Background: an optimization exercise with open tools, aiming at a short achievable clock period. Do not read the settings as production practice. The clock input has no modelled driver; a real chip could not lean on it and would need a root buffer or a full tree. Power is estimated from default activity; no workload was simulated.

==> flow/design.v (excerpt) <==
module fft_4(
        input               clk,
        input               rst_n,
        input wire signed [15:0]  x0_real,
        input wire signed [15:0]  x0_imag,
        input wire signed [15:0]  x1_real,
        input wire signed [15:0]  x1_imag,
        input wire signed [15:0]  x2_real,
        input wire signed [15:0]  x2_imag,
        input wire signed [15:0]  x3_real,
        input wire signed [15:0]  x3_imag,
        output reg signed [15:0]  X0_real,
        output reg signed [15:0]  X0_imag,
        output reg signed [15:0]  X1_real,
        output reg signed [15:0]  X1_imag,
        output reg signed [15:0]  X2_real,
        output reg signed [15:0]  X2_imag,
        output reg signed [15:0]  X3_real,
        output reg signed [15:0]  X3_imag
    );
reg [15:0] s1_x0_real_x1_real_x2_real;    
reg [15:0] s1_x0_imag_x1_imag_x2_imag;    
reg [15:0] s1_x0_real_x1_real_x2_imag;    
reg [15:0] s1_x0_imag_x1_imag_x2_real;    
reg [14:0] c1_X0_real;    
reg [14:0] c1_X0_imag;    
reg [14:0] c1_X2_real;    
reg [14:0] c1_X2_imag;    
reg [14:0] c1_X1_real;    
reg [14:0] c1_X1_imag;    
reg [14:0] c1_X3_real;    
reg [14:0] c1_X3_imag;    
reg [15:0] da_x3_real;    
reg [15:0] da_x3_imag;    
reg [15:0] db_x3_imag;    
reg [15:0] db_x3_real;    
reg [15:0] u_X0_real;    
reg [15:0] u_X0_imag;    
reg [15:0] u_X2_real;    
reg [15:0] u_X2_imag;    
reg [15:0] u_X1_real;    
reg [15:0] u_X1_imag;    
reg [15:0] u_X3_real;    
reg [15:0] u_X3_imag;    
reg [15:0] X0_real_x;    
reg [14:0] X0_real_g;    
reg [12:0] X0_real_p;    
reg [15:0] X0_imag_x;    
reg [14:0] X0_imag_g;    
reg [12:0] X0_imag_p;    
reg [15:0] X2_real_x;    
reg [14:0] X2_real_g;    
reg [12:0] X2_real_p;    
reg [15:0] X2_imag_x;    
reg [14:0] X2_imag_g;    
reg [12:0] X2_imag_p;    
reg [15:0] X1_real_x;    
reg [14:0] X1_real_g;    
reg [12:0] X1_real_p;    
reg [15:0] X1_imag_x;    
reg [14:0] X1_imag_g;    
reg [12:0] X1_imag_p;    
reg [15:0] X3_real_x;    
reg [14:0] X3_real_g;    
reg [12:0] X3_real_p;    
reg [15:0] X3_imag_x;    
reg [14:0] X3_imag_g;    
reg [12:0] X3_imag_p;    
wire [15:0] X0_real_d = {n2755, n2751, n2747, n2743, n2739, n2735, n2731, n2729, n2727, n2725, n2723, n2719, n2715, n2713, X0_real_x[1], X0_real_x[0]};
  ...
Size in the first run: ~800 flip-flops, ~260 I/O pins, about 38,000 µm² of cells after synthesis.
clock: 3.5 ns
lec_check: 0
cap_margin: 20
core_margin: 2
core_utilization: 40
setup_slack_margin: 2.0
slew_margin: 20
synth_hierarchical: 1
standard.sh (not shown) runs the stock make flow with config.mk's settings and CLKGATE_MAP_FILE= SYNTH_SCRIPT=/design/flow/synth_recipe.tcl, a recipe that flattens the netlist after the stock synthesis.
==> flow/flow/run.sh <==
#!/bin/bash
# Own layout flow: the standard flow, except that output flip-flops are
# placed next to their output buffers and the clock tree is a hand-built
# two-level inverter tree (flow/clock_tree.tcl) instead of TritonCTS's.
# Ports are buffered with buf_4 (which timing repair may resize) rather
# than the delay cell buffer_ports picks by default.
set -euo pipefail
here=$PWD
export MY_CLK_LEAVES=${MY_CLK_LEAVES:-0}
export MY_CLK_PER_LEAF=${MY_CLK_PER_LEAF:-24}
export MY_CLK_TOP=${MY_CLK_TOP:-4}
export MY_CLK_TOP_CELL=${MY_CLK_TOP_CELL:-sky130_fd_sc_hd__clkinv_16}
export MY_CLK_LEAF_CELL=${MY_CLK_LEAF_CELL:-sky130_fd_sc_hd__clkinv_8}
bash standard.sh synth > log_synth.txt 2>&1
bash standard.sh PRE_DETAIL_PLACE_TCL=$here/flow/pre_dp.tcl "BUFFER_PORTS_ARGS=-buffer_cell sky130_fd_sc_hd__buf_4" place > log_place.txt 2>&1
# a copy of the ORFS scripts whose cts.tcl builds our own tree
rm -rf myscripts; cp -r $FLOW_HOME/scripts myscripts
sed -i "s#log_cmd clock_tree_synthesis {\*}\$cts_args#source $here/flow/clock_tree.tcl#" myscripts/cts.tcl
grep -q "flow/clock_tree.tcl" myscripts/cts.tcl
sed -n 's/^make -C \(.*\) "\${@:-finish}"$/\1/p' standard.sh > make_args.txt
eval "make -C $(cat make_args.txt) SCRIPTS_DIR=$here/myscripts do-4_1_cts do-4_cts" > log_cts.txt 2>&1
bash standard.sh > log_finish.txt 2>&1
==> flow/flow/clock_tree.tcl <==
# Two-level clock tree in place of clock_tree_synthesis. The clock port
# drives NTOP top cells, each of which drives its share of K leaf cells;
# each leaf drives a cluster of flip-flops. With inverters at both levels
# the flip-flops see the clock in its own polarity. Clusters are made by
# k-means with equal cluster sizes, so every flip-flop sees the same tree.
set K $::env(MY_CLK_LEAVES)
set NTOP $::env(MY_CLK_TOP)
set block [ord::get_db_block]
set db [ord::get_db]
set top_master [$db findMaster $::env(MY_CLK_TOP_CELL)]
set leaf_master [$db findMaster $::env(MY_CLK_LEAF_CELL)]
set clk_net [[$block findBTerm clk] getNet]

# balanced k-means: returns {assign cxs cys}
proc bal_kmeans {xs ys K} {
  set n [llength $xs]
  set cap [expr {($n + $K - 1) / $K}]
  set order [lsort -real -indices $xs]
  set cxs {}; set cys {}
  # initial centres: a grid over the bounding box
  set xmin [::tcl::mathfunc::min {*}$xs]; set xmax [::tcl::mathfunc::max {*}$xs]
  set ymin [::tcl::mathfunc::min {*}$ys]; set ymax [::tcl::mathfunc::max {*}$ys]
  set gx [expr {int(ceil(sqrt($K)))}]
  set gy [expr {int(ceil(double($K) / $gx))}]
  for {set k 0} {$k < $K} {incr k} {
    set ix [expr {$k % $gx}]; set iy [expr {$k / $gx}]
    lappend cxs [expr {$xmin + ($ix + 0.5) * ($xmax - $xmin) / $gx}]
    lappend cys [expr {$ymin + ($iy + 0.5) * ($ymax - $ymin) / $gy}]
  }
  set assign [lrepeat $n 0]
  for {set iter 0} {$iter < 30} {incr iter} {
    # order points by how much they lose if not given their nearest centre
    set keyed {}
    for {set i 0} {$i < $n} {incr i} {
      set x [lindex $xs $i]; set y [lindex $ys $i]
      set ds {}
      for {set k 0} {$k < $K} {incr k} {
        lappend ds [expr {abs($x - [lindex $cxs $k]) + abs($y - [lindex $cys $k])}]
      }
      set s [lsort -real $ds]
      lappend keyed [list $i [expr {[lindex $s end] - [lindex $s 0]}] $ds]
    }
    set used [lrepeat $K 0]
    foreach e [lsort -real -decreasing -index 1 $keyed] {
      lassign $e i regret ds
      set best -1; set bd 1e30
      for {set k 0} {$k < $K} {incr k} {
        if {[lindex $used $k] >= $cap} { continue }
        if {[lindex $ds $k] < $bd} { set bd [lindex $ds $k]; set best $k }
      }
      lset assign $i $best
      lset used $best [expr {[lindex $used $best] + 1}]
    }
    set sx [lrepeat $K 0.0]; set sy [lrepeat $K 0.0]; set sc [lrepeat $K 0]
    for {set i 0} {$i < $n} {incr i} {
      set k [lindex $assign $i]
      lset sx $k [expr {[lindex $sx $k] + [lindex $xs $i]}]
      lset sy $k [expr {[lindex $sy $k] + [lindex $ys $i]}]
      lset sc $k [expr {[lindex $sc $k] + 1}]
    }
    for {set k 0} {$k < $K} {incr k} {
      if {[lindex $sc $k] > 0} {
        lset cxs $k [expr {[lindex $sx $k] / [lindex $sc $k]}]
        lset cys $k [expr {[lindex $sy $k] / [lindex $sc $k]}]
      }
    }
  }
  puts "clock_tree: cluster sizes $sc"
  return [list $assign $cxs $cys]
}

proc add_buf {master name x y in_net out_name} {
  global block
  set b [odb::dbInst_create $block $master $name]
  $b setLocation [expr {int($x)}] [expr {int($y)}]
  $b setPlacementStatus PLACED
  set net [odb::dbNet_create $block $out_name]
  $net setSigType CLOCK
  foreach it [$b getITerms] {
    set mt [$it getMTerm]
    if {[$mt getName] eq "A"} { $it connect $in_net }
    if {[$mt getName] eq "X" || [$mt getName] eq "Y"} { $it connect $net }
  }
  return $net
}

set sinks {}
foreach it [$clk_net getITerms] { lappend sinks $it }
set n [llength $sinks]
if {$K <= 0} { set K [expr {($n + $::env(MY_CLK_PER_LEAF) - 1) / $::env(MY_CLK_PER_LEAF)}] }
puts "clock_tree: $n sinks, $K leaves, $NTOP top cells"
set xs {}; set ys {}
foreach it $sinks {
  set bb [[$it getInst] getBBox]
  lappend xs [expr {([$bb xMin] + [$bb xMax]) / 2.0}]
  lappend ys [expr {([$bb yMin] + [$bb yMax]) / 2.0}]
}
lassign [bal_kmeans $xs $ys $K] assign cxs cys
lassign [bal_kmeans $cxs $cys $NTOP] tassign tcxs tcys

foreach it $sinks { $it disconnect }
set top_nets {}
for {set t 0} {$t < $NTOP} {incr t} {
  lappend top_nets [add_buf $top_master clktop_$t [lindex $tcxs $t] [lindex $tcys $t] $clk_net clknet_top_$t]
}
set leaf_nets {}
for {set k 0} {$k < $K} {incr k} {
  lappend leaf_nets [add_buf $leaf_master clkleaf_$k [lindex $cxs $k] [lindex $cys $k] \
    [lindex $top_nets [lindex $tassign $k]] clknet_leaf_$k]
}
for {set i 0} {$i < $n} {incr i} {
  [lindex $sinks $i] connect [lindex $leaf_nets [lindex $assign $i]]
}
$clk_net setSigType CLOCK
set_propagated_clock [all_clocks]
Other scripts of this flow, unchanged in this note and not shown: flow/flow/pre_dp.tcl
Edit:
- CORE_UTILIZATION: 40 -> 65
- PLACE_DENSITY: default -> 0.75
The changed run produced a clean layout.
Synthesized cell count does not change.
Design area falls slightly.
Sequential share of layout area rises by 0.87 points.
Die area falls by well over a third.
Synthesized area does not change.
Global-route usage rises by 11 points.
Critical path depth does not change.
Wire length falls by a few percent.
Hold slack loses 28 ps.
Via count rises by a few percent.
Edit:
- CORE_UTILIZATION: 65 -> 40
- PLACE_DENSITY: 0.75 -> default
- SETUP_SLACK_MARGIN: 2.0 -> 2.5
What happened: Setup slack is worse by 17 ps. Design area went up by about 37%. Fmax drops by 1.1%. Die area grows by about 60%. Power goes up by 25%. Synthesized cell count is unchanged. Critical path depth does not change. Via count rises by about 10%. Wire length increases by 30%.
Edit:
--- a/flow/flow/run.sh
+++ b/flow/flow/run.sh
@@ -12,4 +12,5 @@
 export MY_CLK_TOP_CELL=${MY_CLK_TOP_CELL:-sky130_fd_sc_hd__clkinv_16}
 export MY_CLK_LEAF_CELL=${MY_CLK_LEAF_CELL:-sky130_fd_sc_hd__clkinv_8}
+export MY_CLK_LEAF_UP=${MY_CLK_LEAF_UP-sky130_fd_sc_hd__clkinv_16}
 bash standard.sh synth > log_synth.txt 2>&1
 bash standard.sh PRE_DETAIL_PLACE_TCL=$here/flow/pre_dp.tcl "BUFFER_PORTS_ARGS=-buffer_cell sky130_fd_sc_hd__buf_4" place > log_place.txt 2>&1
--- a/flow/flow/clock_tree.tcl
+++ b/flow/flow/clock_tree.tcl
@@ -114,2 +114,43 @@
 $clk_net setSigType CLOCK
 set_propagated_clock [all_clocks]
+
+# Size the leaves: the latest leaves get the stronger cell as long as the
+# latest clock arrival at any flip-flop keeps dropping.
+if {$::env(MY_CLK_LEAF_UP) ne ""} {
+  source $::env(PLATFORM_DIR)/setRC.tcl
+  set up_master [$db findMaster $::env(MY_CLK_LEAF_UP)]
+  proc leaf_arrivals {K} {
+    set res {}
+    for {set k 0} {$k < $K} {incr k} {
+      lappend res [get_property [get_pins clkleaf_$k/Y] arrival_max_rise]
+    }
+    return $res
+  }
+  estimate_parasitics -placement
+  set arr [leaf_arrivals $K]
+  set best [::tcl::mathfunc::max {*}$arr]
+  puts "clock_tree: leaf arrivals [format %.3f [::tcl::mathfunc::min {*}$arr]] .. [format %.3f $best]"
+  for {set iter 0} {$iter < 12} {incr iter} {
+    set order [lsort -real -decreasing -indices $arr]
+    set swapped {}
+    foreach k [lrange $order 0 1] {
+      set inst [$block findInst clkleaf_$k]
+      if {[[$inst getMaster] getName] ne [$up_master getName]} {
+        $inst swapMaster $up_master
+        lappend swapped $k
+      }
+    }
+    if {$swapped eq ""} { break }
+    estimate_parasitics -placement
+    set arr [leaf_arrivals $K]
+    set worst [::tcl::mathfunc::max {*}$arr]
+    puts "clock_tree: upsized leaves $swapped, latest arrival [format %.3f $worst]"
+    if {$worst >= $best - 0.001} {
+      foreach k $swapped { [$block findInst clkleaf_$k] swapMaster $leaf_master }
+      estimate_parasitics -placement
+      set arr [leaf_arrivals $K]
+      break
+    }
+    set best $worst
+  }
+}
- SETUP_SLACK_MARGIN: 2.5 -> 2.2
- critical path depth does not change
- final area fell by 21%
- total power falls by about 13%
- wire length went down by about 17%
- fmax climbs by 1.3%
- worst hold slack gets better by 33 ps
- via count is lower by 11%
- core utilization goes down by 13 points
- die area does not change
- area after synthesis does not change
- register-to-register slack is better by 70 ps
Function was not checked in any run of this note: the RTL went through the layout flow alone. In every run of this note, the design's own scripts or RTL, not TritonCTS, make the clock network.

re-timing with driven ports:
The flow's constraints put no driver on any port. The routed layouts listed below were extracted and timed again, unchanged, in two steps. Step 1, drivers: a clkbuf_16 drives clk and a buf_2 each remaining input, both assumed. Step 2 also shifts input and output timing later by t, the mid clock arrival at the registers, as if the neighbouring blocks saw the same clock. Three values: ideal, step 1, step 2; two values: the first two.
| run | t (ns) | slack for setup (ns) | worst register clock-pin slew, ns | cell pins on the clock port's net |
|---|---|---|---|---|
| the first run | 0.522 | 1.954 / 1.712 / 1.897 | 0.11 / 0.12 | 4 |
| the second run | 0.520 | 1.977 / 1.714 / 1.878 | 0.10 / 0.10 | 4 |
| the third run | 0.554 | 1.960 / 1.678 / 1.848 | 0.12 / 0.12 | 4 |
| the fourth run | 0.516 | 1.979 / 1.712 / 1.905 | 0.11 / 0.12 | 4 |
After both steps every run listed still meets setup and hold. For the third run, which loses most, drivers alone change the setup slack by -0.282 ns; drivers and shift together by -0.112 ns.
